This design comes from an exercise in tuning for small area and a short achievable clock period on the open sky130 flow, not from production work.
Function was checked by simulation only, so behaviour that the tests miss may differ from the original.
Power and IR drop assume default switching activity.

== try-harbor ==
Design rv32_core_lsu, start of the top module:
module rv32_core_lsu (
  input  logic        clk_i,
  input  logic        rst_i,
  input  logic [31:0] instr_i,
  output logic [31:0] instr_addr_o,
  output logic        mem_req_o,
  output logic        mem_we_o,
  output logic [ 3:0] mem_be_o,
  output logic [31:0] mem_addr_o,
  output logic [31:0] mem_wd_o,
  input  logic [31:0] mem_rd_i,
  input  logic        mem_ready_i,
  input  logic        irq_req_i,
  output logic        irq_ret_o
);
Size: about 4,600 cells after synthesis, ~170 I/O pins.
Settings: LEC_CHECK=0, CAP_MARGIN=10, CORE_MARGIN=2, CORE_UTILIZATION=54, SLEW_MARGIN=10, SYNTH_HIERARCHICAL=1; clock period 25.0 ns.
standard.sh (not shown) runs the stock make flow with config.mk's settings and CLKGATE_MAP_FILE= SYNTH_SCRIPT=/design/flow/synth_recipe.tcl, a recipe that flattens the netlist after the stock synthesis.
==> flow/flow/run.sh <==
#!/bin/bash
# Standard ORFS layout (the standard.sh, unchanged synthesis), with:
#  - combinational cells put at their smallest drive strength before floorplanning
#    (flow/downsize.tcl, through ORFS's PRE_FLOORPLAN_TCL hook); the repair steps
#    size up what timing, slew and capacitance need;
#  - denser global placement;
#  - small port buffers (every port still gets one);
#  - smaller clock buffers in larger clusters.
# Each step's full log is in synth.log / layout.log here and in orfs/logs/.
set -euo pipefail
bash standard.sh synth > synth.log 2>&1
bash standard.sh SETUP_SLACK_MARGIN=11.75 TNS_END_PERCENT=5 PLACE_DENSITY=0.72 \
  "PRE_FLOORPLAN_TCL=$PWD/flow/downsize.tcl" \
  "BUFFER_PORTS_ARGS=-buffer_cell sky130_fd_sc_hd__buf_2" \
  CTS_CLUSTER_SIZE=16 CTS_CLUSTER_DIAMETER=40 CTS_BUF_LIST=sky130_fd_sc_hd__clkbuf_8 \
  finish > layout.log 2>&1
==> flow/flow/downsize.tcl <==
# Sourced by ORFS's floorplan step (PRE_FLOORPLAN_TCL), after it loads the synthesized
# netlist: put every combinational cell at the smallest drive strength of its function.
# The floorplan, placement and CTS repair steps then size up what timing, slew and
# capacitance need. Flip-flops are left as synthesis made them.
set db [ord::get_db]
set n 0
set saved 0
foreach inst [[ord::get_db_block] getInsts] {
  set master [$inst getMaster]
  set name [$master getName]
  if {![regexp {^(sky130_fd_sc_hd__[a-z0-9]+)_([0-9]+)$} $name -> base size]} { continue }
  if {[regexp {df|dl|sdf|edf|conb|tap|fill|decap|diode} $base]} { continue }
  set best $master
  set best_area [expr {[$master getWidth] * [$master getHeight]}]
  foreach s {0 1 2 4 6 8 12 16} {
    set cand [$db findMaster "${base}_$s"]
    if {$cand == "NULL" || $cand == ""} { continue }
    set a [expr {[$cand getWidth] * [$cand getHeight]}]
    if {$a < $best_area} {
      set best $cand
      set best_area $a
    }
  }
  if {$best != $master} {
    set saved [expr {$saved + [$master getWidth] * [$master getHeight] - $best_area}]
    $inst swapMaster $best
    incr n
  }
}
puts "downsize: $n cells set to their smallest drive strength, [expr {$saved / 1e6}] um2 less"
Input-level comparison between try-raven and try-harbor:
-- flow/design.v --
<<< try-harbor, line 126
  assign y = ~(a ^ b);
endmodule
module and2 (
  input  logic a, b,
  output logic y
);
  assign y = a & b;
endmodule
module and3 (
  input  logic a, b, c,
  output logic y
);
  assign y = a & b & c;
endmodule
module agu_adder (
  input  logic [31:0] az0_i,
  input  logic [31:0] az1_i,
>>> try-raven, line 126
  assign y = ~(a ^ b);
endmodule
module agu_adder (
  input  logic [31:0] a_i,
  input  logic [31:0] az0_i,
  input  logic [31:0] az1_i,
<<< try-harbor, line 149
  logic [W-1:0] p [0:L];
  logic [W-1:0] p0;
  logic [W-1:0] a_loc;
  for (genvar j = 0; j < W; j++) begin : g_p0
    nand2 u_a (.a(az0_i[j]), .b(az1_i[j]), .y(a_loc[j]));
    xor2  u_p (.a(a_loc[j]), .b(b_i[j]), .y(p0[j]));
  end
  for (genvar j = 0; j < W; j++) begin : g_pg0
>>> try-raven, line 138
  logic [W-1:0] p [0:L];
  logic [W-1:0] p0;
  for (genvar j = 0; j < W; j++) begin : g_p0
    xor2 u (.a(a_i[j]), .b(b_i[j]), .y(p0[j]));
  end
  for (genvar j = 0; j < W; j++) begin : g_pg0
<<< try-harbor, line 309
  output logic [31:0] rd2_o,
  output logic [31:0] rd1_z0_o,    
  output logic [31:0] rd1_z1_o,
  output logic [31:0] rd2_z0_o,    
  output logic [31:0] rd2_z1_o
);
  logic [31:0]  rf [1:31];
>>> try-raven, line 296
  output logic [31:0] rd2_o,
  output logic [31:0] rd1_z0_o,    
  output logic [31:0] rd1_z1_o
);
  logic [31:0]  rf [1:31];
<<< try-harbor, line 323
  end
  rf_read_port port1 (.addr_i(ra1_i), .rows_i(rows), .data_o(rd1_o), .z0_o(rd1_z0_o), .z1_o(rd1_z1_o));
  rf_read_port port2 (.addr_i(ra2_i), .rows_i(rows), .data_o(rd2_o), .z0_o(rd2_z0_o), .z1_o(rd2_z1_o));
endmodule
module rf_read_port (
>>> try-raven, line 308
  end
  rf_read_port port1 (.addr_i(ra1_i), .rows_i(rows), .data_o(rd1_o), .z0_o(rd1_z0_o), .z1_o(rd1_z1_o));
  rf_read_port port2 (.addr_i(ra2_i), .rows_i(rows), .data_o(rd2_o), .z0_o(), .z1_o());
endmodule
module rf_read_port (
<<< try-harbor, line 435
  input  logic [2:0]  size_i,      
  input  logic [1:0]  addr_i,      
  input  logic [31:0] wz0_i,       
  input  logic [31:0] wz1_i,
  input  logic [31:0] rd_i,        
  output logic [3:0]  be_o,
>>> try-raven, line 420
  input  logic [2:0]  size_i,      
  input  logic [1:0]  addr_i,      
  input  logic [31:0] wd_i,        
  input  logic [31:0] rd_i,        
  output logic [3:0]  be_o,
<<< try-harbor, line 449
    endcase
  end
  logic sb, sh, sw;
  assign sb = (size_i[1:0] == 2'd0);
  assign sh = (size_i[1:0] == 2'd1);
  assign sw = size_i[1];
  for (genvar i = 0; i < 8; i++) begin : g_wd
    logic l1a, l1b, l2a, l2b, l3a, l3b, l3c;
    nand2 u0 (.a(wz0_i[i]), .b(wz1_i[i]), .y(wd_o[i]));
    nand3 u1a (.a(sb),  .b(wz0_i[i]),      .c(wz1_i[i]),      .y(l1a));
    nand3 u1b (.a(!sb), .b(wz0_i[8 + i]),  .c(wz1_i[8 + i]),  .y(l1b));
    and2  u1 (.a(l1a), .b(l1b), .y(wd_o[8 + i]));
    nand3 u2a (.a(!sw), .b(wz0_i[i]),      .c(wz1_i[i]),      .y(l2a));
    nand3 u2b (.a(sw),  .b(wz0_i[16 + i]), .c(wz1_i[16 + i]), .y(l2b));
    and2  u2 (.a(l2a), .b(l2b), .y(wd_o[16 + i]));
    nand3 u3a (.a(sb),  .b(wz0_i[i]),      .c(wz1_i[i]),      .y(l3a));
    nand3 u3b (.a(sh),  .b(wz0_i[8 + i]),  .c(wz1_i[8 + i]),  .y(l3b));
    nand3 u3c (.a(sw),  .b(wz0_i[24 + i]), .c(wz1_i[24 + i]), .y(l3c));
    and3  u3 (.a(l3a), .b(l3b), .c(l3c), .y(wd_o[24 + i]));
  end
  logic [7:0]  ld_byte;
>>> try-raven, line 433
    endcase
  end
  always_comb begin
    case (size_i[1:0])
      2'd0:    wd_o = {4{wd_i[7:0]}};
      2'd1:    wd_o = {2{wd_i[15:0]}};
      default: wd_o = wd_i;
    endcase
  end
  logic [7:0]  ld_byte;
<<< try-harbor, line 575
  assign imm_j = {{11{ins[31]}}, ins[31], ins[19:12], ins[20], ins[30:21], 1'b0};
  assign imm_u = {ins[31:12], 12'h000};
  logic [31:0] rd1, rd2, wd, rd1_z0, rd1_z1, rd2_z0, rd2_z1;
  logic        stall;
  register_file rf (
>>> try-raven, line 548
  assign imm_j = {{11{ins[31]}}, ins[31], ins[19:12], ins[20], ins[30:21], 1'b0};
  assign imm_u = {ins[31:12], 12'h000};
  logic [31:0] rd1, rd2, wd, rd1_z0, rd1_z1;
  logic        stall;
  register_file rf (
<<< try-harbor, line 587
    .rd2_o (rd2),
    .rd1_z0_o (rd1_z0),
    .rd1_z1_o (rd1_z1),
    .rd2_z0_o (rd2_z0),
    .rd2_z1_o (rd2_z1)
  );
  logic [31:0] agu;
  agu_adder agu_add (
    .az0_i (rd1_z0),
    .az1_i (rd1_z1),
>>> try-raven, line 560
    .rd2_o (rd2),
    .rd1_z0_o (rd1_z0),
    .rd1_z1_o (rd1_z1)
  );
  logic [31:0] agu;
  agu_adder agu_add (
    .a_i (rd1),
    .az0_i (rd1_z0),
    .az1_i (rd1_z1),
<<< try-harbor, line 672
    .size_i (f3),
    .addr_i (agu[1:0]),
    .wz0_i  (rd2_z0),
    .wz1_i  (rd2_z1),
    .rd_i   (mem_rd_i),
    .be_o   (mem_be_o),
>>> try-raven, line 644
    .size_i (f3),
    .addr_i (agu[1:0]),
    .wd_i   (rd2),
    .rd_i   (mem_rd_i),
    .be_o   (mem_be_o),
Results
Clock tree cell share of total cell area (try-raven over try-harbor): decrease, 0.19 points. Setup slack: try-raven < try-harbor. In try-raven the post-route minimum period turned out 0.18 ns higher than in try-harbor. Hold slack sits higher in try-raven than in try-harbor. In terms of horizontal die dimension, try-harbor and try-raven differ only marginally. Re post-layout instance area: try-raven is 220 µm² down on try-harbor. Synthesized netlist cell count (lower): try-raven. Looking only at total of fill cells in the finished design, and setting everything else aside, the higher value of try-raven and try-harbor goes to try-raven. try-raven against try-harbor: total power after layout moved down, final layout net count shrank by about 0.8%, final wirelength now sits higher.

==> re-timing with driven ports <==
Ports are ideal in the flow. The routed layouts listed here were re-timed in OpenROAD.
Step 1 (the two cells are an assumption about what drives the block):
set clk [get_ports {clk_i}]
set_driving_cell -lib_cell sky130_fd_sc_hd__clkbuf_16 $clk
set_driving_cell -lib_cell sky130_fd_sc_hd__buf_2 [delete_from_list [all_inputs] $clk]
Step 2 adds t to the input delays and takes it off the output delays; t is the mean of the earliest and latest rising clock arrival at the registers after step 1. Input paths then give back, and output paths get back, about the clock's delay inside the block.
a / b / c = ideal / step 1 / step 2; a / b = the first two.
run | t (ns) | setup WS [ns] | hold slack, ns
try-harbor | 0.933 | 11.565 / 11.523 / 11.129 | 0.482 / 0.482 / 0.482
try-raven | 0.925 | 11.386 / 11.365 / 10.980 | 0.486 / 0.486 / 0.486
After both steps setup and hold are still met in every run listed. The setup slack of try-harbor, which loses most, moves by -0.042 ns with the drivers and by -0.436 ns with both steps.
